Source: an optimization exercise on an open RTL-to-GDS flow (aim: small area and a short achievable clock period). Production flows keep margins and buffers that such runs may drop. In this exercise RTL edits were held to simulation tests only and were not proved equivalent to the original. Power and IR drop assume default switching activity.

==> flow/design.v (excerpt) <==
module mips_core(clk, rst, imem_addr, imem_rdata, dmem_addr, dmem_wdata, dmem_we, dmem_re, dmem_rdata);
==> flow/config.mk <==
export PLATFORM = sky130hd
export DESIGN_NAME = mips_core
export DESIGN_NICKNAME = mips_core
export VERILOG_FILES = /design/flow/design.v
export SDC_FILE = /design/flow/constraint.sdc
export NUM_CORES = 4
export LEC_CHECK = 0
export CAP_MARGIN = 20
export CORE_MARGIN = 2
export CORE_UTILIZATION = 50
export CTS_CLUSTER_DIAMETER = 80
export CTS_CLUSTER_SIZE = 20
export PLACE_DENSITY = 0.55
export SETUP_SLACK_MARGIN = 4.2
export SLEW_MARGIN = 20
==> flow/constraint.sdc <==
create_clock -name core_clock -period 7.0 [get_ports {clk}]
set_input_delay 1.4000 -clock core_clock [delete_from_list [all_inputs] [get_ports {clk}]]
set_output_delay 1.4000 -clock core_clock [all_outputs]
set_load 0.01 [all_outputs]
run.sh (not shown) runs the stock make flow with config.mk's settings and CLKGATE_MAP_FILE= SYNTH_SCRIPT=/design/flow/synth_recipe.tcl, a recipe that flattens the netlist after the stock synthesis.
The first run produced a clean layout.
Then changed:
==> flow/flow/run.sh (new file) <==
#!/bin/bash
# The standard layout (standard.sh, with the standard synthesis), except that
# ports are buffered with buf_2 cells instead of the delay cells that
# buffer_ports otherwise picks (every port still gets its own buffer).
# Each ORFS step writes its full log under orfs/logs; make's own output goes
# to flow_make.log in this folder.
set -euo pipefail
export BUFFER_PORTS_ARGS="-buffer_cell sky130_fd_sc_hd__buf_2"
bash standard.sh > flow_make.log 2>&1
==> flow/standard.sh (new file) <==
#!/bin/bash
# synth_recipe.tcl (not shown) runs the flow's synth.tcl, then flattens the netlist and writes it again
# the make line also repeats each setting of config.mk as NAME=value (left out here)
make -C /OpenROAD-flow-scripts/flow DESIGN_CONFIG=/design/flow/config.mk WORK_HOME=/design/flow/orfs CLKGATE_MAP_FILE= SYNTH_SCRIPT=/design/flow/synth_recipe.tcl "${@:-finish}"
SETUP_SLACK_MARGIN = 4.4   (was 4.2)
removed: flow/run.sh
=>
- The new run completed with no timing, DRC or antenna violations
- hold slack is about the same
- cell area is higher by 1.3%
- total power is higher by 0.75%
- die area is unchanged
- cell count is higher by 1.6%
Then changed:
==> flow/run.sh (new file) <==
#!/bin/bash
# synth_recipe.tcl (not shown) runs the flow's synth.tcl, then flattens the netlist and writes it again
# the make line also repeats each setting of config.mk as NAME=value (left out here)
make -C /OpenROAD-flow-scripts/flow DESIGN_CONFIG=/design/flow/config.mk WORK_HOME=/design/flow/orfs CLKGATE_MAP_FILE= SYNTH_SCRIPT=/design/flow/synth_recipe.tcl finish
removed: flow/flow/run.sh
removed: flow/standard.sh
What happened: The changed run completed with no timing, DRC or antenna violations; wire length barely changes; setup slack loses 23 ps; non-clock buffer count climbs by 6.
Then changed:
SETUP_SLACK_MARGIN = 4.3   (was 4.4)
Power falls by 0.93%.
Flip-flop and latch count does not change.
Design area falls by 1.2%.
Setup slack degrades by 25 ps.
Wire length falls by 0.32%.
Utilization falls by 0.67 points.
Clock-buffer cell count stays the same.
Clock power hardly moves.
Global-route usage falls by 0.12 points.
Synthesized cell count stays the same.
Then changed:
==> flow/flow/run.sh (new file) <==
#!/bin/bash
# The standard layout (standard.sh, with the standard synthesis), except that
# ports are buffered with buf_2 cells instead of the delay cells that
# buffer_ports otherwise picks (every port still gets its own buffer).
# Each ORFS step writes its full log under orfs/logs; make's own output goes
# to flow_make.log in this folder.
set -euo pipefail
export BUFFER_PORTS_ARGS="-buffer_cell sky130_fd_sc_hd__buf_2"
bash standard.sh > flow_make.log 2>&1
==> flow/standard.sh (new file) <==
#!/bin/bash
# synth_recipe.tcl (not shown) runs the flow's synth.tcl, then flattens the netlist and writes it again
# the make line also repeats each setting of config.mk as NAME=value (left out here)
make -C /OpenROAD-flow-scripts/flow DESIGN_CONFIG=/design/flow/config.mk WORK_HOME=/design/flow/orfs CLKGATE_MAP_FILE= SYNTH_SCRIPT=/design/flow/synth_recipe.tcl "${@:-finish}"
removed: flow/run.sh
Result: Power falls slightly; routed wire length is lower slightly; synthesized cell count is unchanged; area after synthesis stays the same; cell area falls slightly.

========
Starting RTL as in the previous note.
## mips_core
module mips_core(clk, rst, imem_addr, imem_rdata, dmem_addr, dmem_wdata, dmem_we, dmem_re, dmem_rdata);
clock: 7.0 ns
lec_check: 0
cap_margin: 20
core_margin: 2
core_utilization: 50
place_density: 0.55
setup_slack_margin: 4.3
slew_margin: 20
Stock flow here: none of the scripts above is used.
Change:
==> flow/flow/run.sh (new file) <==
#!/bin/bash
# The standard layout (standard.sh, with the standard synthesis), except that
# ports are buffered with buf_2 cells instead of the delay cells that
# buffer_ports otherwise picks (every port still gets its own buffer).
# Each ORFS step writes its full log under orfs/logs; make's own output goes
# to flow_make.log in this folder.
set -euo pipefail
export BUFFER_PORTS_ARGS="-buffer_cell sky130_fd_sc_hd__buf_2"
bash standard.sh > flow_make.log 2>&1
==> flow/standard.sh (new file) <==
#!/bin/bash
# synth_recipe.tcl (not shown) runs the flow's synth.tcl, then flattens the netlist and writes it again
# the make line also repeats each setting of config.mk as NAME=value (left out here)
make -C /OpenROAD-flow-scripts/flow DESIGN_CONFIG=/design/flow/config.mk WORK_HOME=/design/flow/orfs CLKGATE_MAP_FILE= SYNTH_SCRIPT=/design/flow/synth_recipe.tcl "${@:-finish}"
- CTS_CLUSTER_DIAMETER: not set -> 80
- CTS_CLUSTER_SIZE: not set -> 20
- SETUP_SLACK_MARGIN: 4.3 -> 4.2
removed: flow/run.sh
What happened: Via count shrinks by 2.3%; die area is unchanged; synthesized cell count stays the same; clock skew grows by 0.011 ns; cell count shrinks by 2.9%; routed wire length shrinks by 2.2%; design area shrinks by 5.6%; worst setup slack is worse by 0.10 ns; utilization shrinks by 3.3 points; non-clock buffer count shrinks by 44.
Change:
==> flow/flow/run.sh (replaced) <==
#!/bin/bash
# The standard layout (standard.sh, with the standard synthesis), with two
# changes to what ORFS does by default:
#  - ports are buffered with buf_2 cells instead of the delay cells that
#    buffer_ports otherwise picks (every port still gets its own buffer);
#  - clock tree synthesis inserts no dummy load cells.
# Each tool's output goes to the logs under orfs/logs; make's own output to
# flow_make.log in this folder.
set -euo pipefail
export BUFFER_PORTS_ARGS="-buffer_cell sky130_fd_sc_hd__buf_2"
export CTS_ARGS="-sink_clustering_enable -repair_clock_nets -dont_use_dummy_load -sink_clustering_size 20 -sink_clustering_max_diameter 80"
bash standard.sh > flow_make.log 2>&1
- SETUP_SLACK_MARGIN: 4.2 -> 4.3
Count of clock-buffer cells in the layout went down by 29.
Setup slack is worse by 0.0075 ns.
Cell count went down by 0.63%.
Fmax stays flat.
Die area stays the same.
Register-to-register slack is about the same.
Change:
==> flow/flow/run.sh (replaced) <==
#!/bin/bash
# The standard layout (standard.sh, with the standard synthesis), except that
# ports are buffered with buf_2 cells instead of the delay cells that
# buffer_ports otherwise picks (every port still gets its own buffer).
# Each ORFS step writes its full log under orfs/logs; make's own output goes
# to flow_make.log in this folder.
set -euo pipefail
export BUFFER_PORTS_ARGS="-buffer_cell sky130_fd_sc_hd__buf_2"
bash standard.sh > flow_make.log 2>&1
- SETUP_SLACK_MARGIN: 4.3 -> 4.35
Result:
- power came out higher by 2.0%
- fmax came out higher by 4.7%
- sequential cell count is unchanged
- global-route usage came out higher by 0.23 points
- final cell count came out higher by 0.97%
- clock-buffer cell count came out higher by 29
- final area came out higher by 1.0%
- area after synthesis stays the same
- combinational power came out higher by about 3%
- clock skew came out lower by 0.031 ns
- utilization came out higher by 0.58 points

==> re-timing with driven ports <==
In the flow no input, the clock included, has a driving cell. The finished layouts below were timed again as built, in two steps. Step 1, drivers: a clkbuf_16 drives clk and a buf_2 each remaining input, both assumed. Step 2 moves the port delays by t, midway between the first and last clock arrival at a register: inputs arrive t later, outputs are due t later. That takes back most of the time a late clock gives input paths. a / b / c = ideal / step 1 / step 2; a / b = the first two.
run | t, ns | slack for setup (ns) | worst setup path after step 2
the first run of note 1 | 0.780 | 4.157 / 4.154 / 3.916 | input to register
the second run of note 1 | 0.759 | 4.305 / 4.291 / 4.305 | register to register
the third run of note 1 | 0.781 | 4.282 / 4.282 / 3.941 | input to register
the fourth run of note 1 | 0.782 | 4.257 / 4.249 / 3.897 | input to register
the fifth run of note 1 | 0.760 | 4.265 / 4.257 / 4.265 | register to register
the first run of note 2 | 0.837 | 4.223 / 4.223 / 3.880 | input to register
the second run of note 2 | 0.761 | 4.123 / 4.123 / 4.123 | register to register
the third run of note 2 | 0.747 | 4.115 / 4.115 / 4.115 | register to register
the fourth run of note 2 | 0.761 | 4.245 / 4.245 / 4.245 | register to register
After both steps setup and hold are still met in every run listed. For the fourth run of note 1, which loses most, drivers alone change the setup slack by -0.008 ns; drivers and shift together by -0.360 ns.
